Source: an optimization exercise on an open RTL-to-GDS flow (aim: small area and a short achievable clock period). Production flows keep margins and buffers that such runs may drop.
RTL that was checked went through simulation tests only; none was proved equivalent to the original.
Only the layout flow was run in runs 6 and 7; the RTL was not checked for function there.

**flow/design.v**
```verilog
module axi_stream_insert_header #(
    parameter DATA_WD = 128,
    parameter DATA_BYTE_WD = DATA_WD / 8
) (
    input clk,
    input rst_n,
    input valid_in,
    input [DATA_WD-1 : 0] data_in,
    input [DATA_BYTE_WD-1 : 0] keep_in,
    input last_in,
    output reg ready_in,
    output reg valid_out,
    output reg [DATA_WD-1 : 0] data_out,
    output reg [DATA_BYTE_WD-1 : 0] keep_out,
    output reg last_out,
    input ready_out,
    input valid_insert,
    input [DATA_WD-1 : 0] header_insert,
    input [DATA_BYTE_WD-1 : 0] keep_insert,
    output reg ready_insert
);
function integer clog2;
input integer n;
begin
    for (clog2 = 0; n > 0; clog2 = clog2 + 1)
        n = n >> 1;
end
endfunction
reg [DATA_WD-1:0] data_in_d;
reg ready_in_d;
wire ready_in_rise;
reg last_in_d;
wire [DATA_WD*2-1:0] header_r;
wire [DATA_WD*2-1:0] data_r;
localparam ZEROS_WD = clog2(DATA_BYTE_WD);
wire [ZEROS_WD-1:0] header_zeros;
reg [ZEROS_WD-1:0] header_zeros_d;
wire [ZEROS_WD-1:0] final_zeros;
wire [ZEROS_WD-1:0] cur_header_zeros;
wire [ZEROS_WD-1:0] total_zeros;
reg [ZEROS_WD-1:0] total_zeros_d;
wire last_fits;
wire [DATA_WD-1 : 0] data_out_header;
wire [DATA_WD-1:0] data_out_payload;
assign ready_in_rise = ready_in & ~ready_in_d;
assign header_r = {header_insert, data_in};
assign data_r = {data_in_d, data_in};
function [ZEROS_WD-1:0] cal_zeros;
    input [DATA_BYTE_WD-1:0] keep;
    integer i;
begin
    cal_zeros = {ZEROS_WD{1'b0}};
    for(i=0; i<DATA_BYTE_WD; i=i+1)begin
        if(~keep[i])
            cal_zeros = cal_zeros + 1'b1;
        else
            cal_zeros = cal_zeros;
    end
end
endfunction
assign header_zeros = $unsigned(cal_zeros(keep_insert));
assign final_zeros = $unsigned(cal_zeros(keep_in));
assign cur_header_zeros = ready_in_rise ? header_zeros : header_zeros_d;
assign total_zeros = final_zeros + cur_header_zeros;
assign last_fits = (total_zeros >= DATA_BYTE_WD);
assign data_out_header = header_r[DATA_WD*2-1-(header_zeros*8) -: DATA_WD];
assign data_out_payload = data_r[DATA_WD*2-1-(header_zeros_d*8) -: DATA_WD];
always @(posedge clk or negedge rst_n) begin 
    if(~rst_n) begin
        ready_in_d <= 0;
    end
    else begin
        ready_in_d <= ready_in;
    end
end
always @(posedge clk or negedge rst_n) begin
    if(~rst_n)
        ready_in <= 0;
    else if(~ready_in & ~valid_out & ready_out & valid_insert & valid_in)			
        ready_in <= 1;
    else if(ready_in & last_in)
        ready_in <= 0;
    else
        ready_in <= ready_in;
end
always @(posedge clk or negedge rst_n) begin 
    if(~rst_n)
        ready_insert <= 0;
    else if (ready_in)
        ready_insert <= 0;
    else if (~valid_out & ready_out & valid_insert & valid_in)
        ready_insert <= 1;
    else
        ready_insert <= ready_insert;
end
always @(posedge clk or negedge rst_n) begin 
    if(~rst_n)
        last_in_d <= 0;
    else if(ready_in)
        last_in_d <= last_in & ~last_fits;
    else
        last_in_d <= 0;
end
always @(posedge clk or negedge rst_n) begin 
    if(~rst_n)
        total_zeros_d <= 0;
    else if(ready_in)
        total_zeros_d <= total_zeros;
    else
        total_zeros_d <= total_zeros_d;
end
always @(posedge clk or negedge rst_n) begin 
    if(~rst_n)
        data_in_d <= 0;
    else if (valid_in)
        data_in_d <= data_in;
    else
        data_in_d <= data_in_d;
end
always @(posedge clk or negedge rst_n) begin 
    if(~rst_n) begin
        data_out <= 0;
        keep_out <= 0;
        last_out <= 0;
        valid_out <= 0;
        header_zeros_d <= 0;
    end
    else if (ready_in_rise) begin
        data_out <= data_out_header;
        valid_out <= 1;
        if (last_in & last_fits) begin
            keep_out <= {DATA_BYTE_WD{1'b1}} << (total_zeros - DATA_BYTE_WD);
            last_out <= 1;
        end
        else begin
            keep_out <= {DATA_BYTE_WD{1'b1}};
            last_out <= 0;
        end
        header_zeros_d <= header_zeros;
    end
    else if (last_in_d) begin
        data_out <= data_out_payload;
        keep_out <= {DATA_BYTE_WD{1'b1}} << total_zeros_d;
        valid_out <= 1;
        last_out <= 1;
    end
    else if(ready_in) begin
        data_out  <= data_out_payload;
        valid_out <= 1;
        if (last_in & last_fits) begin
            keep_out <= {DATA_BYTE_WD{1'b1}} << (total_zeros - DATA_BYTE_WD);
            last_out <= 1;
        end
        else begin
            keep_out <= {DATA_BYTE_WD{1'b1}};
            last_out <= 0;
        end
    end
    else begin
        data_out <= {DATA_WD{1'b0}};
        keep_out <= {DATA_BYTE_WD{1'b0}};
        last_out <= 0;
        valid_out <= 0;
    end
end
endmodule
```
**flow/run.sh**
```bash
#!/bin/bash
# synth_recipe.tcl (not shown) runs the flow's synth.tcl, then flattens the netlist and writes it again
# the make line also repeats each setting of config.mk as NAME=value (left out here)
make -C /OpenROAD-flow-scripts/flow DESIGN_CONFIG=/design/flow/config.mk WORK_HOME=/design/flow/orfs CLKGATE_MAP_FILE= SYNTH_SCRIPT=/design/flow/synth_recipe.tcl finish
```
**flow/config.mk**
```make
export PLATFORM = sky130hd
export DESIGN_NAME = axi_stream_insert_header
export DESIGN_NICKNAME = axi_stream_insert_header
export VERILOG_FILES = /design/flow/design.v
export SDC_FILE = /design/flow/constraint.sdc
export NUM_CORES = 4
export LEC_CHECK = 0
export CAP_MARGIN = 20
export CORE_MARGIN = 2
export CORE_UTILIZATION = 30
export SETUP_SLACK_MARGIN = 1.0
export SLEW_MARGIN = 20
```
**flow/constraint.sdc**
```tcl
create_clock -name core_clock -period 14.0 [get_ports {clk}]
set_input_delay 2.8000 -clock core_clock [delete_from_list [all_inputs] [get_ports {clk}]]
set_output_delay 2.8000 -clock core_clock [all_outputs]
set_load 0.01 [all_outputs]
```
==> results of run 1 <==
## cells by family after synthesis
| kind of cell | count (synthesis) | synth area share, % |
|---|---|---|
| compound gates | 1354 | 22.9 |
| xor+xnor | 114 | 3.40 |
| fa+ha+maj | 40 | 1.35 |
| buf+inv | 490 | 5.30 |
| flops | 288 | 19.3 |
| mux | 1115 | 32.8 |
| simple gates | 1270 | 14.9 |
## state kept, by name (all words and copies together) (netlist names)
name            cells
data_in_d         128
header_zeros_d      5
data_out          128
keep_out           16
valid_out           1
total_zeros_d       5
last_in_d           1
ready_insert        1
ready_in            1
ready_in_d          1
last_out            1
## worst reg2reg max path, cell delays in order, from the launching register on
cell,delay (ps)
dfrtp_4,920
inv_4,350
ha_4,760
buf_4,770
buf_4,830
mux2_2,450
o21ai_0,420
o211ai_1,130
o21ai_0,120
o22ai_1,100
a21oi_1,170
nor2_1,60
a21oi_1,710
o32ai_1,170
a221o_1,440
## cell usage in the layout, fill, tap and decap left out, drive strengths merged, types with 54 or more instances in the layout
cell type        n
clkdlybuf4s50  432
nor2b           60
inv             56
nor3            58
a31oi           63
a211oi          78
mux2           236
nand2          599
o22ai          108
a21oi          402
buf            177
mux4            61
o211ai          61
nor2           304
o21ai          314
a22oi           54
dfrtp          288
o221ai          59
xnor2           77
mux2i          818
nand3          123
## worst max-delay path by stage
stage / slack [ps] / end
finish: 1410 / data_out[96]
detailed placement: -150 / keep_out[6]
global placement: -30 / keep_out[6]
CTS: 1010 / keep_out[1]
global route: 890 / keep_out[1]
floorplan: 1020 / keep_out[6]
## area by class of cell
type                       instances  area (µm²)  area share (%)
multi-input combinational       3893       28700            63.0
sequential                       288        7210            15.8
timing repair buffer             616        5970            13.1
tap                             1637        2050            4.50
clock buffer                      48        1090            2.40
clock inverter                    25         298           0.654
inverter                          48         190           0.417
antenna                           11        27.5          0.0604
## metrics by stage
step | cells
after floorplan | 4671
after global placement | 6453
after detailed placement | 6453
after CTS | 6538
after global routing | 6557
final | 6566
## per-layer routing
metal  routed length [µm]  vias up
met2                95100     2766
met5                  102        -
met3                20900      672
li1                     -    17882
met1                86200    20381
met4                20000       16
## what timing repair did
action,4_1_cts,5_1_grt
hold endpoints to repair,0,0
endpoints found under the setup margin,70,146
setup buffers,12,15
gates resized for setup,23,44
gates cloned,0,0
pin swaps,17,28
==> run notes, run 1 <==
- Once layout is complete, the utilization of the core stands at roughly 37%.
- The worst reg2reg path depth is 14.
- The x dimension of the die is 357 µm.
- The worst-case hold slack is approximately 520 ps.
- The library cell with the highest instance count after synthesis is mux2i_1.
- Using the TritonRoute via totals, the vias-per-cell ratio works out to between 6 and 7.
- The mean area per synthesized cell is 7.99 µm².
- The share of flip-flops with an asynchronous set or reset after synthesis is 100%.
- The number of storage elements in the synthesis netlist is 288.
- The global-route met2 utilization is between 50% and 60%.
- The global-route usage over all layers is 33.5%.
- The maximum operating frequency is 79.4 MHz.
- The post-synth net total is about 5.0k.
- The critical path endpoint category is a flop.
- In the final timing run, aggregate negative setup slack is 0 ps.
- For this block, the initial DRC count from the detailed router was just under 6k.
- The first TritonRoute pass finished after 6 iterations.
- The worst path required time is ~14,000 ps.
- Once the floorplan was initialized, standard cells occupied 30.2% of the core.
- The buffer depth of the longest clock path is 3.
- TritonCTS built the clock tree.
- During I/O placement, the number of pins put on the boundary was about 440.
- In this run the worst hold path is classified as reg -> reg.
- The floorplan step defined a die boundary enclosing between 100,000 and 150,000 µm².
- In the final layout, the share of cells above drive strength 1 is 14.1%.
- Setup repair after global routing left no endpoint under its margin.
- The detail route stage leaves a number of antenna-violating nets equal to 0.
- The global-route met1 utilization is a little over two fifths.
- For this design, the sink count on the clock tree is about 290.
- The worst hold path terminates at ready_insert.
- The maximum single-stage delay on the critical path is 640 ps.
- Synthesis produced 4,671 cells.
- The worst hold path was traced through 2 stages.
- In this run the critical register-to-register path is captured at data_out[74].
- The most used flip-flop cell after synthesis is dfrtp_1.
- The via count of the first global-routing pass is 39.1k.
- After filler insertion, the fill cell instance count of the layout stands at between 10k and 15k.
- The smallest clock period supported by the final layout is computed as 12,590 ps.
- The placement-stage worst setup slack is -154 ps.
- The layout overhead on the synthesized area is 22.1%.
- At the worst endpoint, the arrival time is approximately 13,000 ps.
- The global-route wire length before repair is between 300 and 400 mm.
- The total number of nets in the final design is around 5.2k.
- The number of cells on the critical path is between 40 and 50.
- The number of buffers added on ports is ~440.
- The final worst setup slack is between 1000 and 1500 ps.
- The number of max-cap violations is 0.
- In this run the standard cell core region covers roughly 120,000 µm².
- The run finished with no timing, DRC or antenna violations.
- For this run, the number of Yosys warnings is 1.
- Summing all placed instances gives a cell area of 43,600 µm².
- The library cell contributing the largest single delay on the critical path is o21ai_2.
- By count the netlist is led by 816 x mux2i_1, 598 x nand2_1, 402 x a21oi_1, 301 x nor2_1, 288 x dfrtp_1.
- Of all nets on the critical path, the largest fanout is 9.
- Entering global routing, the biggest net connects 157 pins.
- The start point of the critical path is keep_insert[0].
- Setup violations remaining at the end of the flow were counted as 0.
- The total detailed-routing wirelength is 222 mm.
- Yosys mapped the design onto 93 distinct sky130hd cell types.
- In the final routed layout, each cell accounts on average for 33.9 µm.
- The global routing stage identified its most utilized layer as met2.
- The library cell with the largest summed area after synthesis is mux2i_1.
- The final weighted congestion in routability-driven placement is about 1.1.
- The number of hold violations in the final report was 0.
- The clock edge transition at the registers on the reported setup and hold paths is about 60 ps.
- The met3 track utilization from global routing is 7.37%.
- The number of antenna violations at the first check in global routing is 28.
- Together, buffers and inverters on the worst path number 7.
- The critical path startpoint category is an input port.
- The max-slew violation count is 0.
- After detailed routing, the number of remaining DRC violations is 0.
- The height of the die is 357 µm.
- The hold buffer count at CTS is 0.
- The cell sitting at the root of the clock tree is a clkbuf_16.
- In the post-synthesis netlist, the biggest area contributors are mux2i_1 22%, dfrtp_1 19%, mux2_2 7.1%.
- The number of flops mapped to enable cells by yosys is 0.
- The cell area after layout is ~46,000 µm².
- The depth of the CTS H-tree is 2.
- In this design, the largest share of critical-path delay is due to compound AO/OA/AOI/OAI gates.
- The detailed placer's ending HPWL is around 170 mm.
- The setup clock skew after layout is about 48 ps.
- The final route contains between 40k and 50k vias.
- In this run the most critical hold path is launched from ready_insert.
- The register area share after synthesis is 19.3%.
- Summed over all layers, the global routing overflow is 0.
- The top cell type by area accounts for approximately 22% of the synthesized area.
- The reg-to-reg startpoint is header_zeros_d[0].
- Buffers inserted during clock tree synthesis total 40.
- The flop-to-flop setup slack is approximately 7400 ps.
- The synthesized netlist occupies a cell area of 37,300 µm².
- The type of the setup path with the least slack is in -> reg.
- Clock latency on the worst-skew pair, taken at its later pin, is roughly 650 ps.
- The floorplan has ~130 rows.
- For the pin with the worst max-slew slack, the measured transition is 1220 ps.
- In this run the tightest slew margin relative to its limit is about 18%.
- The portion of the clock cycle consumed by the worst path in the final layout is approximately nine tenths.
==> run 2, diff against run 1 <==
==> flow/design.v (replaced) <==
module axi_stream_insert_header #(
    parameter DATA_WD = 128,
    parameter DATA_BYTE_WD = DATA_WD / 8
) (
    input clk,
    input rst_n,
    input valid_in,
    input [DATA_WD-1 : 0] data_in,
    input [DATA_BYTE_WD-1 : 0] keep_in,
    input last_in,
    output reg ready_in,
    output reg valid_out,
    output reg [DATA_WD-1 : 0] data_out,
    output reg [DATA_BYTE_WD-1 : 0] keep_out,
    output reg last_out,
    input ready_out,
    input valid_insert,
    input [DATA_WD-1 : 0] header_insert,
    input [DATA_BYTE_WD-1 : 0] keep_insert,
    output reg ready_insert
);
function integer clog2;
input integer n;
begin
    for (clog2 = 0; n > 0; clog2 = clog2 + 1)
        n = n >> 1;
end
endfunction
localparam BW = DATA_BYTE_WD;
localparam ZW = clog2(BW);
function hz_ge;
    input [BW-1:0] keep;
    input integer k;
begin
    if (k <= 0)
        hz_ge = 1'b1;
    else if (k >= BW)
        hz_ge = 1'b0;
    else
        hz_ge = ~keep[BW-k];
end
endfunction
function [ZW-1:0] therm_zeros;
    input [BW-1:0] keep;
    integer i, m;
    reg acc;
begin
    for (i = 0; i < ZW; i = i + 1) begin
        acc = 1'b0;
        for (m = (1 << i); m < BW; m = m + (2 << i))
            acc = acc | (hz_ge(keep, m) & ~hz_ge(keep, m + (1 << i)));
        therm_zeros[i] = acc;
    end
end
endfunction
reg [DATA_WD-1:0] prev;         
reg [ZW-1:0] hz;                
reg [BW-1:0] keep_tail;         
reg pend;                       
wire start = ~ready_in & ~valid_out & ready_out & valid_insert & valid_in;
wire [2*DATA_WD-1:0] win0 = {prev, data_in};
wire [2*DATA_WD-1:0] win1 = hz[3] ? {win0[2*DATA_WD-1-64:0], 64'b0} : win0;
wire [2*DATA_WD-1:0] win2 = hz[2] ? {win1[2*DATA_WD-1-32:0], 32'b0} : win1;
wire [2*DATA_WD-1:0] win3 = hz[1] ? {win2[2*DATA_WD-1-16:0], 16'b0} : win2;
wire [2*DATA_WD-1:0] win4 = hz[0] ? {win3[2*DATA_WD-1-8:0], 8'b0} : win3;
wire [2*BW-1:0] kr0 = {keep_in, keep_in};
wire [2*BW-1:0] kr1 = hz[3] ? {kr0[2*BW-1-8:0], 8'b0} : kr0;
wire [2*BW-1:0] kr2 = hz[2] ? {kr1[2*BW-1-4:0], 4'b0} : kr1;
wire [2*BW-1:0] kr3 = hz[1] ? {kr2[2*BW-1-2:0], 2'b0} : kr2;
wire [2*BW-1:0] kr4 = hz[0] ? {kr3[2*BW-1-1:0], 1'b0} : kr3;
wire [BW-1:0] krot = kr4[2*BW-1:BW];
wire [BW-1:0] hmask = {BW{1'b1}} << hz;
wire spill = krot[BW-1];
always @(posedge clk or negedge rst_n) begin
    if (~rst_n) begin
        ready_in <= 1'b0;
        ready_insert <= 1'b0;
        valid_out <= 1'b0;
        pend <= 1'b0;
    end
    else begin
        ready_in <= start | (ready_in & ~last_in);
        ready_insert <= start;
        valid_out <= ready_in | pend;
        pend <= ready_in & last_in & spill;
    end
end
always @(posedge clk) begin
    if (~ready_in & ~valid_out)
        hz <= therm_zeros(keep_insert);
    prev <= ready_in ? data_in : header_insert;
    data_out <= win4[2*DATA_WD-1:DATA_WD];
    keep_tail <= krot & hmask;
    keep_out <= pend ? keep_tail : (krot | hmask);
    last_out <= pend | (ready_in & last_in & ~spill);
end
endmodule
==> run notes, run 2 <==
- The later pin in the worst-skew pair is clocked with a latency of 560 ps.
- The fraction of layout cells with a size suffix above 1 is a little under a third.
- Buffers inserted during clock tree synthesis total 37.
- The pin slew with the least headroom to its limit is between 1000 and 1500 ps.
- The cell chosen for the clock root is clkbuf_16.
- The number of hold violations in the final report came to 0.
- In this run the register-to-register setup slack is about 11,000 ps.
- The row count is 84.
- The family with the most delay on the worst path is buffers and inverters.
- In this run the count of I/O pins placed on the die edge is between 400 and 500.
- The initial standard-cell utilization of the core is a little over 30%.
- The number of antenna violations at the first check in global routing is 4.
- At the end of routability-driven placement, the weighted congestion stood at 0.874.
- The final worst setup slack is 9470 ps.
- The buffer and inverter count on the worst path is 1.
- The distinct cell type count of the synthesized netlist is just under 50.
- The signal on the critical path passes through clkdlybuf4s50_1.
- Setup violations remaining at the end of the flow were counted as 0.
- The total negative slack is 0 ps.
- The run finished with no timing, DRC or antenna violations.
- In the synthesized netlist, the number of instances is 1,086.
- For this run the aggregate overflow at the end of global routing stands at 0.
- Once detail routing completed, the nets flagged for antenna violations numbered 0.
- In this run, post-CTS repair resized a total of 0 instances.
- Of all nets on the critical path, the largest fanout is 18.
- The number of flops mapped to enable cells by yosys is 4.
- The violation count after the first detailed-route iteration is approximately 550.
- The footprint of the multi-input gates is 9180 µm².
- For the worst setup path, the data required time is 11,200 ps.
- Among all flip-flop cells after synthesis, the most frequent one is dfxtp_1.
- Of all flip-flops after synthesis, the portion carrying an async set or reset was roughly 1.3%.
- Max-cap violations in this run came to 0.
- The CTS tree is built.
- Counting instances in the post-synthesis netlist gives the leading cell types as 289 x dfxtp_1, 227 x mux4_2, 172 x mux2_2, 131 x mux2i_1, 40 x buf_2.
- The worst setup path is of the reg -> out kind.
- The die covers approximately 55,000 µm².
- The HPWL after detailed placement is between 40 and 50 mm.
- In this run the critical register-to-register path is captured at data_out[116].
- The total detailed-routing wirelength is approximately 55 mm.
- The synthesized design contains between 200 and 300 register bits.
- Setup repair after global routing left no endpoint under its margin.
- The critical path endpoint category is a primary output.
- The count of non-filler cells in the finished layout is 2,191.
- The worst hold path belongs to the class reg -> reg.
- Buffers added to address setup during post-CTS repair amount to 0.
- The fraction of synthesized cell area taken by the top area cell type is roughly 37%.
- The clock edge transition at the registers on the reported setup and hold paths is around 60 ps.
- Summing the sequential cell areas from Yosys gives 38.0% of the chip area.
- In the final routed layout, each cell accounts on average for between 20 and 30 µm.
- The per-cell via count in the routed design is about 5.2.
- The layout overhead on the synthesized area is 37.8%.
- The library cell with the highest instance count after synthesis is dfxtp_1.
- The hold path startpoint is keep_tail[15].
- The core area is 52,300 µm².
- The fill cell total of the finished layout is about 4.9k.
- Timing analysis after detailed placement gives a worst setup slack of approximately 9000 ps.
- Summed over all instances, the cell type with the most area after synthesis is dfxtp_1.
- The startpoint identified for the worst register-to-register timing path is hz[3].
- The number of buffers added on ports is 440.
- The worst setup path is launched from a flop.
- Dividing the final minimum period by the clock period gives roughly a third.
- The post-synth net total is about 1.4k.
- The top cell types in the final layout, fill and taps aside, are 440 x clkdlybuf4s50_1, 289 x dfxtp_1, 227 x mux4_2.
- The clock drives a little under 300 sinks.
- The detailed-route DRC error count is 0.
- By area the synthesized netlist is led by dfxtp_1 37%, mux4_2 32%, mux2_2 12%.
- The global-route wire length before repair is 78.4 mm.
- From left edge to right edge, the die measures around 230 µm.
- The maximum operating frequency is ~220 MHz.
- In this run the mean area of a mapped cell was 14.6 µm².
- After the last flow step, the layout net total stands at 1,768.
- The depth of the CTS H-tree is 2.
- For this run, the number of Yosys warnings is 1.
- The number of cells on the worst reg-to-reg path is 6.
- The commonest non-fill, non-tap cell in the layout is clkdlybuf4s50_1.
- For the finished layout, the period the worst path requires is around 4500 ps.
- On the final layout, the worst clock skew is around 21 ps.
- In this run the number of cells on the critical path is 1.
- The height of the die is around 230 µm.
- The sink of the worst hold path is keep_out[15].
- The detailed-routing iteration count for the pre-antenna-repair pass is 4.
- Summing all flip-flop and latch instances after layout gives 6010 µm².
- The longest clock path from root to sink contains 3 buffers.
- In this run the tightest slew margin relative to its limit is 21.3%.
- Across every metal layer, demand over resource in global routing totals slightly below 20%.
- The slowest stage of the critical path is the clkdlybuf4s50_1 cell.
- The maximum single-stage delay on the critical path is around 600 ps.
- The total number of vias is between 10k and 15k.
- The hold buffer count at CTS is 0.
- The arrival time of data at the critical path endpoint is 1730 ps.
- The mapped netlist covers 15,800 µm².
- On the final layout, the worst hold slack is about 400 ps.
- The via count of the first global-routing pass came to approximately 12k.
- The largest registers in the layout are data_out (128), prev (128).
- The maximum number of pins on one net before global-route repair is 158.
- The max-slew violation count is 0.
- The number of placed instances, taps included is 2,123.
- The number of cells on the worst hold path is 1.
run 2: cell families (layout without fill, tap and decap cells):
group                  after synthesis  in the layout  share of synthesized area (%)
muxes                              530            530                           52.9
other                                0              2                              0
DFF                                297            297                           38.0
AOI/OAI and AO/OA                   75             75                           3.18
buffers and inverters              113            528                           3.94
and+or+nand+nor                     71             71                           1.99
run 2: area by class of cell:
type,count,share of cell area [%]
antenna,2,0.0230
clock buffer,54,4.82
clock inverter,12,0.529
inverter,12,0.207
multi-input combinational,676,42.1
sequential,297,27.6
tap,688,3.95
timing repair buffer,450,20.7
run 2: per-layer routing:
| layer | part of all wire [%] | track usage [%] | vias up |
|---|---|---|---|
| met4 | 3.7 | 7.73 | 4 |
| met1 | 36 | 21.6 | 5926 |
| li1 | - | - | 5099 |
| met3 | 6.0 | 3.77 | 77 |
| met5 | 0.053 | 0 | - |
| met2 | 54 | 37.1 | 385 |
run 2: worst max-delay path by stage:
| stage | startpoint | to | slack, ps |
|---|---|---|---|
| 3_3_place_gp | keep_in[15] | last_out | 9260 |
| 4_1_cts | ready_in | ready_in | 9420 |
| 5_1_grt | ready_in | ready_in | 9410 |
| 3_5_place_dp | keep_in[8] | keep_out[7] | 9230 |
| 6_report | ready_in | ready_in | 9470 |
| 2_1_floorplan | keep_in[2] | last_out | 10050 |
run 2: through the flow:
stage	utilization [%]	area (µm²)
after floorplan	-	15800
after global placement	39.4	20600
after detailed placement	39.4	20600
after CTS	41.6	21800
after global routing	41.6	21800
final	41.6	21800
==> run 3, diff against run 2 <==
--- a/flow/design.v
+++ b/flow/design.v
@@ -28,5 +28,5 @@
 endfunction
 localparam BW = DATA_BYTE_WD;
-localparam ZW = clog2(BW);
+localparam ZW = clog2(BW - 1);
 function hz_ge;
     input [BW-1:0] keep;
@@ -58,5 +58,6 @@
 reg [BW-1:0] keep_tail;         
 reg pend;                       
-wire start = ~ready_in & ~valid_out & ready_out & valid_insert & valid_in;
+reg rin;                        
+wire start = ~rin & ~valid_out & ready_out & valid_insert & valid_in;
 wire [2*DATA_WD-1:0] win0 = {prev, data_in};
 wire [2*DATA_WD-1:0] win1 = hz[3] ? {win0[2*DATA_WD-1-64:0], 64'b0} : win0;
@@ -75,4 +76,5 @@
     if (~rst_n) begin
         ready_in <= 1'b0;
+        rin <= 1'b0;
         ready_insert <= 1'b0;
         valid_out <= 1'b0;
@@ -81,17 +83,18 @@
     else begin
         ready_in <= start | (ready_in & ~last_in);
+        rin <= start | (rin & ~last_in);
         ready_insert <= start;
-        valid_out <= ready_in | pend;
-        pend <= ready_in & last_in & spill;
+        valid_out <= rin | pend;
+        pend <= rin & last_in & spill;
     end
 end
 always @(posedge clk) begin
-    if (~ready_in & ~valid_out)
+    if (~rin & ~valid_out)
         hz <= therm_zeros(keep_insert);
-    prev <= ready_in ? data_in : header_insert;
+    prev <= rin ? data_in : header_insert;
     data_out <= win4[2*DATA_WD-1:DATA_WD];
     keep_tail <= krot & hmask;
     keep_out <= pend ? keep_tail : (krot | hmask);
-    last_out <= pend | (ready_in & last_in & ~spill);
+    last_out <= pend | (rin & last_in & ~spill);
 end
 endmodule
==> flow/flow/run.sh (new file) <==
#!/bin/bash
# Standard ORFS layout, but with plain buf_1 cells as the port buffers.
set -euo pipefail
export BUFFER_PORTS_ARGS="-buffer_cell sky130_fd_sc_hd__buf_1"
bash standard.sh > standard_flow.log 2>&1
==> flow/standard.sh (new file) <==
#!/bin/bash
# synth_recipe.tcl (not shown) runs the flow's synth.tcl, then flattens the netlist and writes it again
# the make line also repeats each setting of config.mk as NAME=value (left out here)
make -C /OpenROAD-flow-scripts/flow DESIGN_CONFIG=/design/flow/config.mk WORK_HOME=/design/flow/orfs CLKGATE_MAP_FILE= SYNTH_SCRIPT=/design/flow/synth_recipe.tcl "${@:-finish}"
removed: flow/run.sh
==> run notes, run 3 <==
- The flow ran to the end and the layout has no timing, DRC or antenna violations.
- At the worst endpoint, the arrival time is roughly 1200 ps.
- For this configuration, the core starts out at a cell density of a little under a third.
- In this run the horizontal extent of the chip is 234 µm.
- The worst hold path begins at keep_tail[15].
- After clock tree synthesis, the flow added hold-fix buffers numbering 0.
- The final weighted congestion in routability-driven placement is 0.857.
- Leaving out fill and tap cells, the most frequent cells in the layout are 440 x buf_1, 289 x dfxtp_1, 227 x mux4_2.
- The post-route netlist has around 31% of its cells at a drive strength greater than 1.
- The class of the tightest hold or removal check is reg -> reg.
- The final route contains 11.5k vias.
- The library cell with the largest summed area after synthesis is dfxtp_1.
- The area growth from synthesis to layout is 21.2%.
- Walking the worst path, the cells encountered are buf_1.
- Of the synthesized area, sequential elements account for a little under two fifths.
- Global routing used around a fifth of the available tracks.
- The capture instance of the worst register-to-register path is data_out[114].
- Adding up every negative setup slack in the final design gives 0 ps.
- The placement-stage worst setup slack is slightly below 10,000 ps.
- The number of cells on the worst reg-to-reg path is 5.
- The floorplan has 84 rows.
- The detailed-route DRC error count is 0.
- The netlist area before placement is ~16,000 µm².
- The number of max-cap violations is 0.
- The floorplan die area is 54,700 µm².
- The largest registers in the layout are data_out (128), prev (128).
- Synthesis produced 1,090 cells.
- The worst-case hold slack is ~410 ps.
- The core area is around 52,000 µm².
- The residual overflow from global routing is 0.
- In the post-route analysis, the smallest setup slack over all paths is about 10,000 ps.
- The flop-to-flop setup slack is 11,240 ps.
- The number of cells on the critical path is 1.
- The depth of the CTS H-tree is 2.
- The setup clock skew after layout is 18.9 ps.
- Clock tree synthesis inserted a total of 36 buffers.
- The number of cells on the worst hold path is 1.
- The violation count after the first detailed-route iteration is 543.
- CTS placed an instance of clkbuf_16 at the clock tree root.
- Setup repair after global routing left no endpoint under its margin.
- The maximum operating frequency is 251 MHz.
- In this run the biggest area consumer among cell types represents 36.5% of the synthesized area.
- The share of flip-flops with an asynchronous set or reset after synthesis is 1.68%.
- The worst path required time is around 11,000 ps.
- The later-pin clock latency in the skew report is 550 ps.
- TritonCTS built the clock tree.
- The type of the setup path with the least slack is reg -> out.
- After clock tree synthesis, the clock-pin slew on the worst setup and hold paths is roughly 60 ps.
- In this run the remaining antenna-violating nets after routing total 0.
- The critical path ends at data_out[58].
- Of all nets on the critical path, the largest fanout is 1.
- The synthesized netlist contains 48 unique library cells.
- The via count of the first global-routing pass is 11.7k.
- Headroom to the max-slew limit came out at around 33%.
- The buffers inserted during post-CTS setup optimization is 0.
- The library cell with the highest instance count after synthesis is dfxtp_1.
- The maximum single-stage delay on the critical path is ~330 ps.
- The height of the die is 234 µm.
- The number of buffers and inverters on the critical path is 1.
- Tracing the worst setup path back leads to its startpoint at data_out[58].
- The number of buffers added on ports is 440.
- After detailed routing, the total wire length is roughly 53 mm.
- The HPWL after detailed placement is between 40 and 50 mm.
- At the pin with the least slew margin, the transition time is between 1000 and 1500 ps.
- about 440 I/O pins were placed.
- The clock passes through at most 3 buffers.
- The global-route wire length before repair is 75.5 mm.
- The max-slew violation count was 0.
- By area the synthesized netlist is led by dfxtp_1 37%, mux4_2 32%, mux2_2 12%.
- The family with the most delay on the worst path is buffers and inverters.
- The detailed-routing iteration count for the pre-antenna-repair pass is 5.
- The time the final worst path needs with I/O delays and setup is about 4000 ps.
- In this run the mean area of a mapped cell was roughly 15 µm².
- Setup violations remaining at the end of the flow were counted as 0.
- Yosys mapped a number of flops with a built-in enable equal to 4.
- The number of hold violations in the final report was 0.
- The per-cell routed wire length is about 24 µm.
- The clock sink count is ~300.
- The commonest non-fill, non-tap cell in the layout is buf_1.
- The library cell contributing the largest single delay on the critical path is buf_1.
- The number of storage elements in the synthesis netlist is roughly 300.
- The number of antenna violations at the first check in global routing is 2.
- Counting every net in the synthesized netlist gives about 1.4k.
- The most used flip-flop cell after synthesis is dfxtp_1.
- The portion of the clock cycle consumed by the worst path in the final layout is between 20% and 30%.
- Counting instances in the post-synthesis netlist gives the leading cell types as 289 x dfxtp_1, 227 x mux4_2, 172 x mux2_2, 131 x mux2i_1, 39 x buf_2.
- The critical path endpoint category is a primary output.
- The number of warnings issued by yosys is 1.
- In this run the critical register-to-register path is launched from hz[1].
- Once layout is complete, the utilization of the core stands at 36.7%.
- The maximum number of pins on one net before global-route repair is around 160.
- The per-cell via count in the routed design is around 5.2.
- The critical path startpoint category is a flop.
- The number of resized instances in the post-cts repair step is 0.
- The total number of nets in the final design is ~1.8k.
==> run 3: cells by family after synthesis <==
group,Yosys count,share of synthesized area (%)
buffers and inverters,115,3.99
and+or+nand+nor,71,1.97
muxes,530,52.8
AOI/OAI and AO/OA,76,3.19
DFF,298,38.1
==> run 3: stage by stage <==
stage | std cells | cell area (µm²)
after floorplan | 1090 | 15800
after global placement | 2126 | 17900
after detailed placement | 2126 | 17900
after CTS | 2192 | 19200
after global routing | 2192 | 19200
final | 2193 | 19200
==> run 3: worst min path at each step <==
stage	slack, ps	to
final	410	keep_out[15]
after global routing	430	keep_out[15]
after CTS	410	keep_out[15]
after detailed placement	400	keep_out[15]
after global placement	390	keep_out[15]
after floorplan	390	keep_out[15]
==> run 3: routing by layer <==
metal | routed length, µm | part of all wire, % | track usage, % | up-vias
li1 | - | - | - | 5111
met1 | 19200 | 36 | 20.6 | 5867
met2 | 28500 | 54 | 35.3 | 411
met3 | 3390 | 6.4 | 3.85 | 77
met4 | 2050 | 3.9 | 8.03 | 0
met5 | 0 | 0 | 0 | -
==> run 3: final cells by class <==
cell class / count / area, µm²
Sequential cell: 298 / 6030
Multi-Input combinational cell: 677 / 9180
Clock buffer: 52 / 1060
Timing Repair Buffer: 449 / 1770
Antenna cell: 1 / 2.50
Tap cell: 688 / 861
Clock inverter: 14 / 234
Inverter: 14 / 52.6
Fill cell: 5078 / 33100
==> run 4, diff against run 3 <==
--- a/flow/config.mk
+++ b/flow/config.mk
@@ -8,5 +8,6 @@
 export CAP_MARGIN = 20
 export CORE_MARGIN = 2
-export CORE_UTILIZATION = 30
+export CORE_UTILIZATION = 50
+export CTS_BUF_LIST = sky130_fd_sc_hd__clkbuf_4 sky130_fd_sc_hd__clkbuf_8
 export SETUP_SLACK_MARGIN = 1.0
 export SLEW_MARGIN = 20
==> run notes, run 4 <==
- The most used flip-flop cell after synthesis is dfxtp_1.
- For the final routed database, the setup TNS stands at 0 ps.
- The maximum operating frequency is 247 MHz.
- After filler insertion, the fill cell instance count of the layout stands at 2,672.
- Max-cap violations in this run came to 0.
- The row count is 65.
- Global routing used about half of the available met2 tracks.
- In this run the worst path has a maximum fanout of 1.
- The worst path required time is 11,200 ps.
- The synthesized netlist occupies a cell area of around 16,000 µm².
- At the pin with the least slew margin, the transition time is just under 1000 ps.
- In this run the deepest clock path goes through 3 buffers.
- The buffers inserted during post-CTS setup optimization is 0.
- The total area of sequential cells is 6030 µm².
- The number of placed instances, taps included is about 1.8k.
- Synthesis inferred about 300 register bits.
- The core area is roughly 31,000 µm².
- The synthesized-area fraction occupied by xor and xnor cells is 0%.
- The total clock buffers created by CTS is 53.
- After Yosys synthesis, and, or, nand and nor cells account for around 2% of the synthesized area.
- The congestion estimate from routability-driven global placement came to 0.891.
- The time the final worst path needs with I/O delays and setup is between 4000 and 5000 ps.
- The family with the most delay on the worst path is flip-flops.
- The synthesized design contains 4 enable-type register cells.
- The total detailed-routing wirelength is between 40 and 50 mm.
- By area the synthesized netlist is led by dfxtp_1 37%, mux4_2 32%, mux2_2 12%.
- Dividing the final minimum period by the clock period gives between 20 and 30%.
- The violation count after the first detailed-route iteration is between 400 and 500.
- Across all layers, the routed design uses 11.5k vias.
- The buffer and inverter count on the worst path is 1.
- The number of warnings issued by yosys is 1.
- The compound-gate portion of the synthesized area is under 10%.
- The number of nets still failing antenna checks after routing is 0.
- Traced cell by cell, the critical path runs through buf_1.
- Clock tree synthesis found a total of roughly 300 sinks.
- The maximum number of pins on one net before global-route repair is 158.
- The number of nets in the synthesized netlist is 1,384.
- Summing the areas of all fa, ha and maj instances in the mapped netlist gives 0% of the synthesized area.
- The flow ran to the end and the layout has no timing, DRC or antenna violations.
- The fraction of layout cells with a size suffix above 1 is 33.2%.
- Of the synthesized area, sequential elements account for 38.1%.
- The net count of the finished layout is 1,789.
- The detailed-route DRC error count is 0.
- Clock latency on the worst-skew pair, taken at its later pin, is between 600 and 700 ps.
- Leaving out fill and tap cells, the most frequent cell in the layout is buf_1.
- The worst setup path is captured at a primary output.
- Between clock sinks in the finished design, the worst skew comes to around 26 ps.
- Setup repair after global routing left no endpoint under its margin.
- The commonest cells after synthesis are 289 x dfxtp_1, 227 x mux4_2, 172 x mux2_2, 131 x mux2i_1, 39 x buf_2.
- The global-route usage over all layers is between 20 and 30%.
- In this run the number of H-tree levels came out at 2.
- Once layout is complete, the cells apart from fillers number just under 2k.
- In the final layout, the registers with the most flip-flops are data_out (128), prev (128).
- TritonCTS built the clock tree.
- The maximum single-stage delay on the critical path is roughly 440 ps.
- In the global route stage, met3 resource usage came out at under 10%.
- The per-cell via count in the routed design is around 6.
- The placed instances occupy a cell area of roughly 18,000 µm².
- dfxtp_1 takes more of the synthesized area than any other cell.
- The fraction of synthesized cell area taken by the top area cell type is a little over a third.
- In this run, distinct cell masters in the synthesized netlist total 48.
- Hold timing on the final database bottoms out at a slack of 409 ps.
- The max-slew violation count came to 0.
- The per-cell routed wire length is 23.8 µm.
- The number of resized instances in the post-cts repair step is 0.
- The setup-violating endpoint count in the final report is 0.
- The via count of the first global-routing pass is about 12k.
- The multi-input combinational cells in the finished layout cover a total of between 9000 and 10,000 µm².
- For this configuration, the core starts out at a cell density of around 50%.
- In the global route stage, met1 resource usage came out at about 28%.
- Measured against its own limit, the worst slew margin works out to approximately 34%.
- Of all flip-flops after synthesis, the portion carrying an async set or reset was 1.68%.
- The total I/O pin count is 442.
- The mean area per synthesized cell is 14.5 µm².
- The cell sitting at the root of the clock tree is a clkbuf_8.
- Synthesis produced a netlist whose cell count is between 1k and 1.5k.
- For this design, the slowest cell found on the critical path is dfxtp_1.
- The library cells used most frequently in the layout, excluding fill and tap cells, are 440 x buf_1, 289 x dfxtp_1, 227 x mux4_2.
- Summed over all nets, the half-perimeter wirelength after detailed placement is 35.1 mm.
- The class of the tightest hold or removal check is reg -> reg.
- The die is about 180 µm tall.
- The global-route wire length before repair is 69.2 mm.
- The most used routing layer is met2.
- For the worst setup path, the data arrival time is 1250 ps.
- The floorplan die area is about 33,000 µm².
- With fillers left out, the area of the finished cells amounts to 18,700 µm².
- The number of hold violations in the final report came to 0.
- Of the post-synthesis cell area, the part taken by muxes is between 50% and 60%.
- For this run, the detailed router's first-pass iteration total came to 5.
- The number of antenna violations at the first check in global routing is 3.
- In this run the horizontal extent of the chip is approximately 180 µm.
- The setup path with the least slack is of type reg -> out.
- Buffers placed on the I/O ports in this run total 440.
- The combinational family with the most area after synthesis is multiplexers.
- The critical path startpoint category is a flop.
- Among all cell types in the netlist, the one instantiated most often is dfxtp_1.
- Relative to the synthesized area, the layout overhead comes to 18.0%.
- The hold buffer count at CTS is 0.
- For this run the aggregate overflow at the end of global routing stands at 0.
- The clock edge transition at the registers on the reported setup and hold paths is ~60 ps.
-- run 4: cell counts after synthesis --
No cell type changed its count.
-- run 4: layout make-up --
cell class	instances	area share, %
multi-input combinational	677	49.1
sequential	298	32.3
timing repair buffer	451	9.43
clock buffer	91	6.06
tap	402	2.69
inverter	14	0.281
clock inverter	4	0.134
antenna	3	0.0402
-- run 4: logic make-up after synthesis --
group / Yosys count
AOI/OAI and AO/OA: 76
DFF: 298
buffers and inverters: 115
muxes: 530
and+or+nand+nor: 71
-- run 4: per-layer routing --
metal	vias up	wire length, µm
li1	5152	-
met1	5806	15700
met2	471	24700
met3	105	3300
met4	0	2540
met5	-	0
-- run 4: per-stage QoR --
stage,utilization (%),setup WS (ps)
after floorplan,-,10050
after global placement,55.8,9680
after detailed placement,55.8,9660
after CTS,59.5,9890
after global routing,59.5,9900
final,59.6,9950
-- run 4: path summary, 6_finish.rpt --
check                           depth (start not counted)  slack, ps          start      endpoint
worst max-delay path                                    1       9950   data_out[82]  data_out[82]
worst min-delay path                                    1        410  keep_tail[15]  keep_out[15]
worst max register to register                          5      10770          hz[0]   keep_out[7]
worst min register to register                          1        410  keep_tail[15]  keep_out[15]
max in group asynchronous                               1      11720          rst_n           rin
min in group asynchronous                               1       2030          rst_n     valid_out
==> run 5, diff against run 4 <==
==> flow/flow/run.sh (replaced) <==
#!/bin/bash
# The standard ORFS layout (the standard.sh), with these changes made through
# ORFS's own hooks and variables:
#  - the port buffers are buf_1 cells, resized after placement (post_gp.tcl)
#  - clock tree synthesis without dummy loads, from clkbuf_8 cells
set -euo pipefail
here=$(pwd)
export BUFFER_PORTS_ARGS="-buffer_cell sky130_fd_sc_hd__buf_1"
export POST_GLOBAL_PLACE_TCL="$here/flow/post_gp.tcl"
export CTS_ARGS="-sink_clustering_enable -repair_clock_nets -dont_use_dummy_load -buf_list sky130_fd_sc_hd__clkbuf_8"
bash standard.sh > standard_flow.log 2>&1
==> flow/flow/post_gp.tcl (new file) <==
# Give the output ports a stronger buffer than the buf_1 that buffer_ports inserted.
set out_buf [get_lib_cells sky130_fd_sc_hd__buf_2]
foreach port [get_ports -filter "direction == output"] {
  set net [get_nets -of_objects $port]
  foreach pin [get_pins -of_objects $net -filter "direction == output"] {
    set inst [get_cells -of_objects $pin]
    if {[get_property [get_lib_cells -of_objects $inst] name] == "sky130_fd_sc_hd__buf_1"} {
      replace_cell $inst $out_buf
    }
  }
}
--- a/flow/config.mk
+++ b/flow/config.mk
@@ -9,5 +9,4 @@
 export CORE_MARGIN = 2
 export CORE_UTILIZATION = 50
-export CTS_BUF_LIST = sky130_fd_sc_hd__clkbuf_4 sky130_fd_sc_hd__clkbuf_8
 export SETUP_SLACK_MARGIN = 1.0
 export SLEW_MARGIN = 20
==> run notes, run 5 <==
- The flow did not finish.
- The flow stopped in global placement.
- The first error in the log reads "[ERROR STA-0100] unsupported object type Port".
- The die is 182 µm tall.
- dfxtp_1 is the most common cell in the netlist.
- Ranked by total cell area, the synthesized netlist is headed by dfxtp_1 37%, mux4_2 32%, mux2_2 12%.
- After synthesis, the netlist uses 48 different library cells.
- The share of flip-flops with an asynchronous set or reset after synthesis is under 10%.
- The synthesized design devotes to its leading area cell type between 30% and 40% of total area.
- The total I/O pin count is between 400 and 500.
- The netlist area before placement is between 15,000 and 20,000 µm².
- The commonest cells after synthesis are 289 x dfxtp_1, 227 x mux4_2, 172 x mux2_2, 131 x mux2i_1, 39 x buf_2.
- For this configuration, the core starts out at a cell density of 50.5%.
- The number of warnings issued by yosys is 1.
- The number of buffers added on ports is 440.
- The most used flip-flop cell after synthesis is dfxtp_1.
- The number of flops mapped to enable cells by yosys is 4.
- The mean area per synthesized cell is 14.5 µm².
- The x dimension of the die is around 180 µm.
- Synthesis produced a netlist with a net count of ~1.4k.
- The synthesized design spends more area on one cell type than any other, namely dfxtp_1.
- The number of cells produced by synthesis is about 1.1k.
- The register area share after synthesis is a little under two fifths.
- The row count is 65.
- The number of storage elements in the synthesis netlist is 298.
run 5: cell counts after synthesis:
Identical to the previous run, type by type.
run 5: cells by family after synthesis:
kind of cell | count (synthesis) | synth area share [%]
buffers and inverters | 115 | 3.99
AND/OR/NAND/NOR | 71 | 1.97
multiplexers | 530 | 52.8
flip-flops | 298 | 38.1
AO/OA/AOI/OAI | 76 | 3.19
==> run 6, diff against run 5 <==
--- a/flow/design.v
+++ b/flow/design.v
@@ -56,5 +56,4 @@
 reg [DATA_WD-1:0] prev;         
 reg [ZW-1:0] hz;                
-reg [BW-1:0] keep_tail;         
 reg pend;                       
 reg rin;                        
@@ -65,12 +64,18 @@
 wire [2*DATA_WD-1:0] win3 = hz[1] ? {win2[2*DATA_WD-1-16:0], 16'b0} : win2;
 wire [2*DATA_WD-1:0] win4 = hz[0] ? {win3[2*DATA_WD-1-8:0], 8'b0} : win3;
-wire [2*BW-1:0] kr0 = {keep_in, keep_in};
-wire [2*BW-1:0] kr1 = hz[3] ? {kr0[2*BW-1-8:0], 8'b0} : kr0;
-wire [2*BW-1:0] kr2 = hz[2] ? {kr1[2*BW-1-4:0], 4'b0} : kr1;
-wire [2*BW-1:0] kr3 = hz[1] ? {kr2[2*BW-1-2:0], 2'b0} : kr2;
-wire [2*BW-1:0] kr4 = hz[0] ? {kr3[2*BW-1-1:0], 1'b0} : kr3;
-wire [BW-1:0] krot = kr4[2*BW-1:BW];
-wire [BW-1:0] hmask = {BW{1'b1}} << hz;
-wire spill = krot[BW-1];
+reg [BW-1:0] prevk;
+wire [BW-1:0] curk = {rin, keep_in[BW-2:0] & {(BW-1){rin}}};
+wire [2*BW-1:0] wk0 = {prevk, curk};
+wire [2*BW-1:0] wk1 = hz[3] ? {wk0[2*BW-1-8:0], 8'b0} : wk0;
+wire [2*BW-1:0] wk2 = hz[2] ? {wk1[2*BW-1-4:0], 4'b0} : wk1;
+wire [2*BW-1:0] wk3 = hz[1] ? {wk2[2*BW-1-2:0], 2'b0} : wk2;
+wire [2*BW-1:0] wk4 = hz[0] ? {wk3[2*BW-1-1:0], 1'b0} : wk3;
+reg spill;
+integer k;
+always @(*) begin
+    spill = 1'b1;
+    for (k = 1; k < BW; k = k + 1)
+        spill = spill & ((hz < k) | keep_in[BW-1-k]);
+end
 always @(posedge clk or negedge rst_n) begin
     if (~rst_n) begin
@@ -94,6 +99,6 @@
     prev <= rin ? data_in : header_insert;
     data_out <= win4[2*DATA_WD-1:DATA_WD];
-    keep_tail <= krot & hmask;
-    keep_out <= pend ? keep_tail : (krot | hmask);
+    prevk <= keep_in | {BW{~rin}};
+    keep_out <= wk4[2*BW-1:BW];
     last_out <= pend | (rin & last_in & ~spill);
 end
==> run notes, run 6 <==
- The mean area per synthesized cell is 11.7 µm².
- The tool reported: "[ERROR STA-0100] unsupported object type Port".
- Counting every net in the synthesized netlist gives about 1.7k.
- The synthesized design contains 298 register bits.
- Of the post-synthesis cell area, the dominant cell type holds between 30% and 40%.
- After synthesis, the cell types taking the most area are dfxtp_1 36%, mux4_2 17%, mux2i_1 13%.
- In this run the core area contains 65 standard-cell rows.
- The flow stopped in global placement.
- The height of the die is between 150 and 200 µm.
- The distinct cell type count of the synthesized netlist is 47.
- The total I/O pin count is 442.
- The number of cells produced by synthesis is approximately 1.4k.
- The most used flip-flop cell after synthesis is dfxtp_1.
- The library cell with the highest instance count after synthesis is dfxtp_1.
- The register area share after synthesis is between 30 and 40%.
- For this run, the number of Yosys warnings is 1.
- The die is 183 µm wide.
- The initial standard-cell utilization of the core is between 50% and 60%.
- The number of flops mapped to enable cells by yosys is 4.
- The share of flip-flops with an asynchronous set or reset after synthesis is under 10%.
- The library cell with the largest summed area after synthesis is dfxtp_1.
- The netlist area before placement is about 16,000 µm².
- By count the netlist is led by 289 x dfxtp_1, 207 x mux2i_1, 179 x mux2_2, 118 x mux4_2, 84 x nand2_1.
- The number of buffers added on ports is 440.
- The flow did not finish.
run 6: changes by cell type after synthesis, moves of 9 or more:
cell,delta
buf_6,+15
o21ai_1,+27
nand2b_1,+15
mux2i_1,+76
nand2_1,+57
nor2b_1,+27
inv_1,+26
a21oi_1,+54
nor2_1,+24
mux4_2,-109
mux2_4,+9
a211oi_1,+31
run 6: kinds of logic after synthesis:
family                 Yosys count  share of synthesized area (%)
multiplexers                   514                           43.1
flip-flops                     298                           37.8
AND/OR/NAND/NOR                201                           5.75
AO/OA/AOI/OAI                  195                           7.55
buffers and inverters          161                           5.81
==> run 7, diff against run 6 <==
==> flow/flow/post_gp.tcl (replaced) <==
# Give the output ports a stronger buffer than the buf_1 that buffer_ports inserted.
set out_buf sky130_fd_sc_hd__buf_2
set n 0
foreach bterm [[ord::get_db_block] getBTerms] {
  if {[$bterm getIoType] != "OUTPUT"} { continue }
  set net [$bterm getNet]
  if {$net == "NULL"} { continue }
  foreach iterm [$net getITerms] {
    if {![$iterm isOutputSignal]} { continue }
    set inst [$iterm getInst]
    if {[[$inst getMaster] getName] == "sky130_fd_sc_hd__buf_1"} {
      replace_cell [get_cells [$inst getName]] [get_lib_cells $out_buf]
      incr n
    }
  }
}
puts "post_gp.tcl: $n output buffers now $out_buf"
==> run notes, run 7 <==
- The clock tree synthesis step divided the H-tree into 2 levels.
- The most common cell in the synthesized netlist is dfxtp_1.
- The fraction of synthesized cell area taken by the top area cell type is 36.2%.
- Setup repair after global routing left no endpoint under its margin.
- The flop-to-flop setup slack is 9810 ps.
- Cells with a size suffix above 1 make up around 31% of the layout.
- Max-cap violations in this run came to 0.
- TritonCTS built the clock tree.
- Leaving out fill and tap cells, the most frequent cell in the layout is buf_1.
- The cell area after layout is approximately 18,000 µm².
- The via count of the first global-routing pass is between 10k and 15k.
- The worst relative slew slack is a little under 30%.
- The later-pin clock latency in the skew report is slightly below 600 ps.
- Counting instances in the post-synthesis netlist gives the leading cell types as 289 x dfxtp_1, 207 x mux2i_1, 179 x mux2_2, 118 x mux4_2, 84 x nand2_1.
- The worst setup path is launched from a flop.
- The global-route usage over all layers is between 30% and 40%.
- The total area of sequential cells is around 6000 µm².
- Dividing the synthesized area by the synthesized cell count gives 11.7 µm².
- The detailed placer's ending HPWL is approximately 43 mm.
- The die covers between 30,000 and 40,000 µm².
- The total negative slack is 0 ps.
- The core region is between 30,000 and 40,000 µm².
- The first global-routing pass estimated around 78 mm of wire.
- The maximum operating frequency is roughly 240 MHz.
- The row count is 65.
- The worst register-to-register path ends at data_out[100].
- The library cell contributing the largest single delay on the critical path is buf_4.
- Summed over all instances, the cell type with the most area after synthesis is dfxtp_1.
- The compound-gate portion of the synthesized area is between 7 and 8%.
- The placed cell area is 17,700 µm².
- The total number of nets in the final design is roughly 2.1k.
- The critical path endpoint category is a flop.
- After technology mapping, the gate count stands at 1,369.
- The footprint of the multi-input gates is 9020 µm².
- The tree is rooted in a clkbuf_8.
- Of the available clock period, the critical path in the final layout requires between 20% and 30%.
- The total detailed-routing wirelength is 54.5 mm.
- The per-cell routed wire length is 25.2 µm.
- The cell family contributing the most delay on the critical path is buffers and inverters.
- The x dimension of the die is ~180 µm.
- TritonCTS created just under 50 clock buffers.
- In the final layout, the registers with the most flip-flops are data_out (128), prev (128).
- The area growth from synthesis to layout is 15.0%.
- The peak fanout along the critical path is 69.
- STA puts the critical path data arrival time at 4590 ps.
- The type of the setup path with the least slack is reg -> reg.
- The total I/O pin count is 442.
- Summing the areas of all fa, ha and maj instances in the mapped netlist gives 0% of the synthesized area.
- Counting both buffers and inverters, the worst setup path holds a total of 3.
- The distinct cell type count of the synthesized netlist is between 40 and 50.
- No sink is reached through more buffers than the 3 on the longest clock path.
- The number of hold violations in the final report was 0.
- The mux share of post-synthesis cell area is between 40% and 50%.
- Buffers inserted to repair hold after CTS numbered 0.
- For the worst flop-to-flop path, the logic depth is 6.
- The setup-violating endpoint count in the final report is 0.
- After synthesis the cells add up to approximately 16,000 µm².
- In the layout the commonest cells are 292 x buf_1, 289 x dfxtp_1, 207 x mux2i_1.
- Counting instances, the worst hold path has a depth of 1.
- The worst path required time is between 10,000 and 15,000 ps.
- After layout, the minimum clock period comes to between 4000 and 5000 ps.
- The combinational family with the most area after synthesis is multiplexers.
- The number of buffers added on ports is 440.
- The hold path startpoint is pend.
- In this run the critical register-to-register path is launched from hz[3].
- In the routed layout, each cell is associated on average with a via count of 5.80.
- The number of nets handed over by synthesis was 1,663.
- By area the synthesized netlist is led by dfxtp_1 36%, mux4_2 17%, mux2i_1 13%.
- The residual overflow from global routing is 0.
- The clock edge transition at the registers on the reported setup and hold paths is 60 ps.
- In this design, the critical path's most frequently occurring cell is buf_4.
- The violation count after the first detailed-route iteration is between 1k and 1.5k.
- Of the total synthesized cell area, the portion taken by AND, OR, NAND and NOR gates is 5.75%.
- The detailed-route DRC error count is 0.
- The clock sink count is roughly 300.
- Cells fill roughly three fifths of the core in the end.
- Among all flip-flop cells after synthesis, the most frequent one is dfxtp_1.
- The run finished with no timing, DRC or antenna violations.
- The worst hold path belongs to the class reg -> reg.
- The max-slew violation count came to 0.
- Detailed routing inserted a total of 12.6k vias.
- The pin slew with the least headroom to its limit is around 1100 ps.
- The number of flops mapped to enable cells by yosys is 4.
- Summing the areas of all xor and xnor instances in the mapped netlist gives 0% of the synthesized area.
- The maximum single-stage delay on the critical path is just under 800 ps.
- The fill cell total of the finished layout is about 2.8k.
- The clock arrives with 52.2 ps of skew.
- The height of the die is ~180 µm.
- Entering global routing, the biggest net connects about 180 pins.
- The worst-case hold slack is between 500 and 600 ps.
- The first TritonRoute pass finished after 5 iterations.
- The number of antenna violations at the first check in global routing came to 5.
- The sink of the worst hold path is valid_out.
- The critical path goes through buf_4 -> buf_4 -> buf_4 -> mux4_2 -> mux2i_1 -> mux2i_1.
- The initial utilization of the core area, before any placement, comes to approximately 50%.
- The number of resized instances in the post-cts repair step is 0.
- The number of storage elements in the synthesis netlist is around 300.
- For this run, the number of Yosys warnings is 1.
- The share of flip-flops with an asynchronous set or reset after synthesis is under 10%.
- The register area share after synthesis is between 30 and 40%.
- Buffers added to address setup during post-CTS repair amount to 0.
- In this run the remaining antenna-violating nets after routing total 0.
-- run 7: cell counts after synthesis --
No cell type changed its count.
-- run 7: worst max-delay path by stage --
stage	start	endpoint	slack, ps	depth (start not counted)
after global placement	keep_in[13]	keep_out[8]	9660	5
after floorplan	data_in[32]	data_out[16]	10140	2
after detailed placement	keep_in[13]	keep_out[7]	9680	5
final	hz[3]	data_out[100]	9810	6
after global routing	hz[3]	data_out[100]	9550	6
after CTS	hz[3]	data_out[100]	9790	6
-- run 7: kinds of logic after synthesis --
kind of cell    count (synthesis)
compound gates                195
flops                         298
simple gates                  201
mux                           514
buf+inv                       161
-- run 7: per-layer routing --
layer  vias to the layer above  GRT usage (%)  wire length, µm
li1                       5814              -                -
met1                      6038           49.1            25400
met2                       636           46.2            23000
met3                        70           5.80             4970
met4                         0           7.94             1130
met5                         -              0                0
-- run 7: final cells by class --
cell class	count	share of cell area, %
Timing Repair Buffer	455	10.7
Clock buffer	49	3.67
Sequential cell	298	32.8
Antenna cell	5	0.0681
Tap cell	402	2.74
Inverter	45	0.919
Multi-Input combinational cell	910	49.1
-- run 7: stage by stage --
stage / std cells / setup WS (ps)
2_1_floorplan: 1369 / 10140
3_3_place_gp: 2110 / 9660
3_5_place_dp: 2110 / 9680
4_1_cts: 2159 / 9790
5_1_grt: 2164 / 9550
6_report: 2164 / 9810
==> run 8, diff against run 7 <==
--- a/flow/design.v
+++ b/flow/design.v
@@ -56,4 +56,5 @@
 reg [DATA_WD-1:0] prev;         
 reg [ZW-1:0] hz;                
+reg [BW-1:0] keep_tail;         
 reg pend;                       
 reg rin;                        
@@ -64,18 +65,12 @@
 wire [2*DATA_WD-1:0] win3 = hz[1] ? {win2[2*DATA_WD-1-16:0], 16'b0} : win2;
 wire [2*DATA_WD-1:0] win4 = hz[0] ? {win3[2*DATA_WD-1-8:0], 8'b0} : win3;
-reg [BW-1:0] prevk;
-wire [BW-1:0] curk = {rin, keep_in[BW-2:0] & {(BW-1){rin}}};
-wire [2*BW-1:0] wk0 = {prevk, curk};
-wire [2*BW-1:0] wk1 = hz[3] ? {wk0[2*BW-1-8:0], 8'b0} : wk0;
-wire [2*BW-1:0] wk2 = hz[2] ? {wk1[2*BW-1-4:0], 4'b0} : wk1;
-wire [2*BW-1:0] wk3 = hz[1] ? {wk2[2*BW-1-2:0], 2'b0} : wk2;
-wire [2*BW-1:0] wk4 = hz[0] ? {wk3[2*BW-1-1:0], 1'b0} : wk3;
-reg spill;
-integer k;
-always @(*) begin
-    spill = 1'b1;
-    for (k = 1; k < BW; k = k + 1)
-        spill = spill & ((hz < k) | keep_in[BW-1-k]);
-end
+wire [2*BW-1:0] kr0 = {keep_in, keep_in};
+wire [2*BW-1:0] kr1 = hz[3] ? {kr0[2*BW-1-8:0], 8'b0} : kr0;
+wire [2*BW-1:0] kr2 = hz[2] ? {kr1[2*BW-1-4:0], 4'b0} : kr1;
+wire [2*BW-1:0] kr3 = hz[1] ? {kr2[2*BW-1-2:0], 2'b0} : kr2;
+wire [2*BW-1:0] kr4 = hz[0] ? {kr3[2*BW-1-1:0], 1'b0} : kr3;
+wire [BW-1:0] krot = kr4[2*BW-1:BW];
+wire [BW-1:0] hmask = {BW{1'b1}} << hz;
+wire spill = krot[BW-1];
 always @(posedge clk or negedge rst_n) begin
     if (~rst_n) begin
@@ -99,6 +94,6 @@
     prev <= rin ? data_in : header_insert;
     data_out <= win4[2*DATA_WD-1:DATA_WD];
-    prevk <= keep_in | {BW{~rin}};
-    keep_out <= wk4[2*BW-1:BW];
+    keep_tail <= krot & hmask;
+    keep_out <= pend ? keep_tail : (krot | hmask);
     last_out <= pend | (rin & last_in & ~spill);
 end
==> run notes, run 8 <==
- The largest registers in the layout are data_out (128), prev (128).
- Counting flops with a built-in enable in the synthesized netlist gives 4.
- The number of max-cap violations is 0.
- The number of nets still failing antenna checks after routing is 0.
- The slowest stage of the critical path is the dfxtp_1 cell.
- The run finished with no timing, DRC or antenna violations.
- After clock tree synthesis, the clock-pin slew on the worst setup and hold paths is about 50 ps.
- The register area share after synthesis is 38.1%.
- The die covers roughly 33,000 µm².
- The netlist area before placement is roughly 16,000 µm².
- The arrival time of data at the critical path endpoint is 1160 ps.
- The commonest cells after synthesis are 289 x dfxtp_1, 227 x mux4_2, 172 x mux2_2, 131 x mux2i_1, 39 x buf_2.
- The total detailed-routing wirelength is about 46 mm.
- The global-route wire length before repair is 68.8 mm.
- In this run the most critical hold path is launched from keep_tail[15].
- The footprint of the multi-input gates is 9180 µm².
- Summing the areas of all xor and xnor instances in the mapped netlist gives 0% of the synthesized area.
- The fill cell total of the finished layout is between 2k and 3k.
- The final layout contains ~1.8k nets.
- The buffers inserted during post-CTS setup optimization is 0.
- The per-cell routed wire length is roughly 24 µm.
- After synthesis, the cell types taking the most area are dfxtp_1 37%, mux4_2 32%, mux2_2 12%.
- The number of warnings issued by yosys is 1.
- The fraction of synthesized cell area taken by the top area cell type is between 30% and 40%.
- The buffer depth of the longest clock path is 3.
- The type of the setup path with the least slack is reg -> out.
- The path class of the tightest hold or removal check is reg -> reg.
- The max-slew violation count is 0.
- The hold buffer count at CTS is 0.
- The total clock buffers created by CTS is between 50 and 60.
- The setup clock skew after layout is about 38 ps.
- The detailed placer's ending HPWL is roughly 35 mm.
- The detailed-routing iteration count for the pre-antenna-repair pass is 5.
- The via count of the first global-routing pass is 11.8k.
- The number of cells produced by synthesis is between 1k and 1.5k.
- The layout overhead on the synthesized area is 16.4%.
- In this run the tool buffered the top-level ports with 440 buffer cells.
- In the routed design, unresolved DRC markers number 0.
- In this run the worst path has a maximum fanout of 1.
- The portion of the clock cycle consumed by the worst path in the final layout is between 20% and 30%.
- The kind of cell with the highest combined delay along the critical path is flip-flops.
- In this run the core area contains 65 standard-cell rows.
- The library cell used most frequently in the layout, excluding fill and tap cells, is buf_1.
- The number of resized instances in the post-cts repair step is 0.
- For this run, asynchronously set or reset flops after synthesis account for between 1.5 and 2%.
- Registers take ~6000 µm².
- Walking the worst path, the cells encountered are buf_2.
- The x dimension of the die is around 180 µm.
- The global-route usage over all layers is about 28%.
- For this run, the slowest stage of the critical path takes around 430 ps.
- The critical path endpoint category is a primary output.
- After synthesis, the mean cell area works out to about 15 µm².
- The tree built by TritonCTS fans out to 298 sinks.
- After the first detailed-routing iteration, the DRC count stood at approximately 500.
- The number of hold violations in the final report is 0.
- The worst hold path terminates at keep_out[15].
- The time the final worst path needs with I/O delays and setup is just under 4000 ps.
- The per-cell via count in the routed design is about 6.
- The number of antenna violations at the first check in global routing came to 7.
- After Yosys synthesis, full adders, half adders and majority gates account for 0% of the synthesized area.
- The synthesized netlist contains 48 unique library cells.
- The post-route netlist has about two fifths of its cells at a drive strength greater than 1.
- Setup slack closes at between 10,000 and 15,000 ps.
- The later pin in the worst-skew pair is clocked with a latency of 570 ps.
- In the layout the commonest cells are 292 x buf_1, 289 x dfxtp_1, 227 x mux4_2.
- Measured against its own limit, the worst slew margin works out to approximately 34%.
- Summing the areas of all compound-gate instances in the mapped netlist gives roughly 3.2% of the synthesized area.
- In this run the count of I/O pins placed on the die edge is ~440.
- Summing the areas of all and, or, nand and nor instances in the mapped netlist gives just under 2% of the synthesized area.
- The total negative slack is 0 ps.
- The capture instance of the worst register-to-register path is keep_out[7].
[run 8: routing by layer]
| layer | wire length [µm] | track usage (%) | vias up |
|---|---|---|---|
| met1 | 15600 | 28.5 | 5700 |
| li1 | - | - | 5116 |
| met2 | 24700 | 51.7 | 465 |
| met4 | 2360 | 13.8 | 8 |
| met3 | 3230 | 6.90 | 104 |
| met5 | 40 | 0 | - |
[run 8: per-stage QoR]
stage | util, % | hold slack [ps] | area, µm² | cells
global placement | 55.8 | 397 | 17500 | 1842
finish | 58.7 | 403 | 18400 | 1897
floorplan | - | 386 | 15800 | 1090
global route | 58.7 | 448 | 18400 | 1895
CTS | 58.7 | 407 | 18400 | 1894
detailed placement | 56.4 | 394 | 17700 | 1842
[run 8: worst max-delay path by stage]
stage / start / end / slack, ps / cells after the start
after floorplan: keep_in[2] / last_out / 10050 / 4
after global placement: keep_in[15] / last_out / 9680 / 5
after detailed placement: keep_in[15] / last_out / 9650 / 5
after CTS: data_out[82] / data_out[82] / 9980 / 1
after global routing: data_out[82] / data_out[82] / 9990 / 1
final: data_out[82] / data_out[82] / 10040 / 1
[run 8: final cells by class]
class	instances	area share, %
timing repair buffer	451	10.6
antenna	3	0.0407
sequential	298	32.7
tap	402	2.73
inverter	14	0.285
clock buffer	52	3.88
multi-input combinational	677	49.8
[run 8: cell families after synthesis]
logic type | count (synthesis)
multiplexers | 530
flip-flops | 298
buffers and inverters | 115
AO/OA/AOI/OAI | 76
AND/OR/NAND/NOR | 71

[static timing again, ports no longer ideal]
The flow's constraints put no driver on any port. The routed layouts listed below were extracted and timed again, unchanged, in two steps. Step 1: set_driving_cell puts a clkbuf_16 on clk and a buf_2 on each other input, an assumption about the parent block. Step 2, shift: input delay + t, output delay - t, t = (earliest + latest rising clock arrival at the registers) / 2. This alone moves slack from input paths to output paths. Slacks: no drivers / after step 1 / after step 2; pairs: no drivers / after step 1.
| run | t (ns) | slack for setup (ns) | worst setup path at the end | worst data-port slew with drivers (ns) |
|---|---|---|---|---|
| run 1 | 0.705 | 1.410 / 1.471 / 0.766 | input to register | 0.20 |
| run 2 | 0.602 | 9.471 / 9.415 / 9.172 | input to register | 0.11 |
| run 3 | 0.597 | 10.012 / 9.956 / 9.599 | input to register | 0.09 |
| run 4 | 0.648 | 9.954 / 9.907 / 9.646 | input to register | 0.11 |
| run 7 | 0.608 | 9.809 / 9.809 / 9.597 | input to register | 0.09 |
| run 8 | 0.604 | 10.044 / 9.996 / 9.621 | input to register | 0.10 |
After both steps every run listed still meets setup and hold. The setup slack of run 1, which loses most, moves by +0.061 ns with the drivers and by -0.644 ns with both steps.
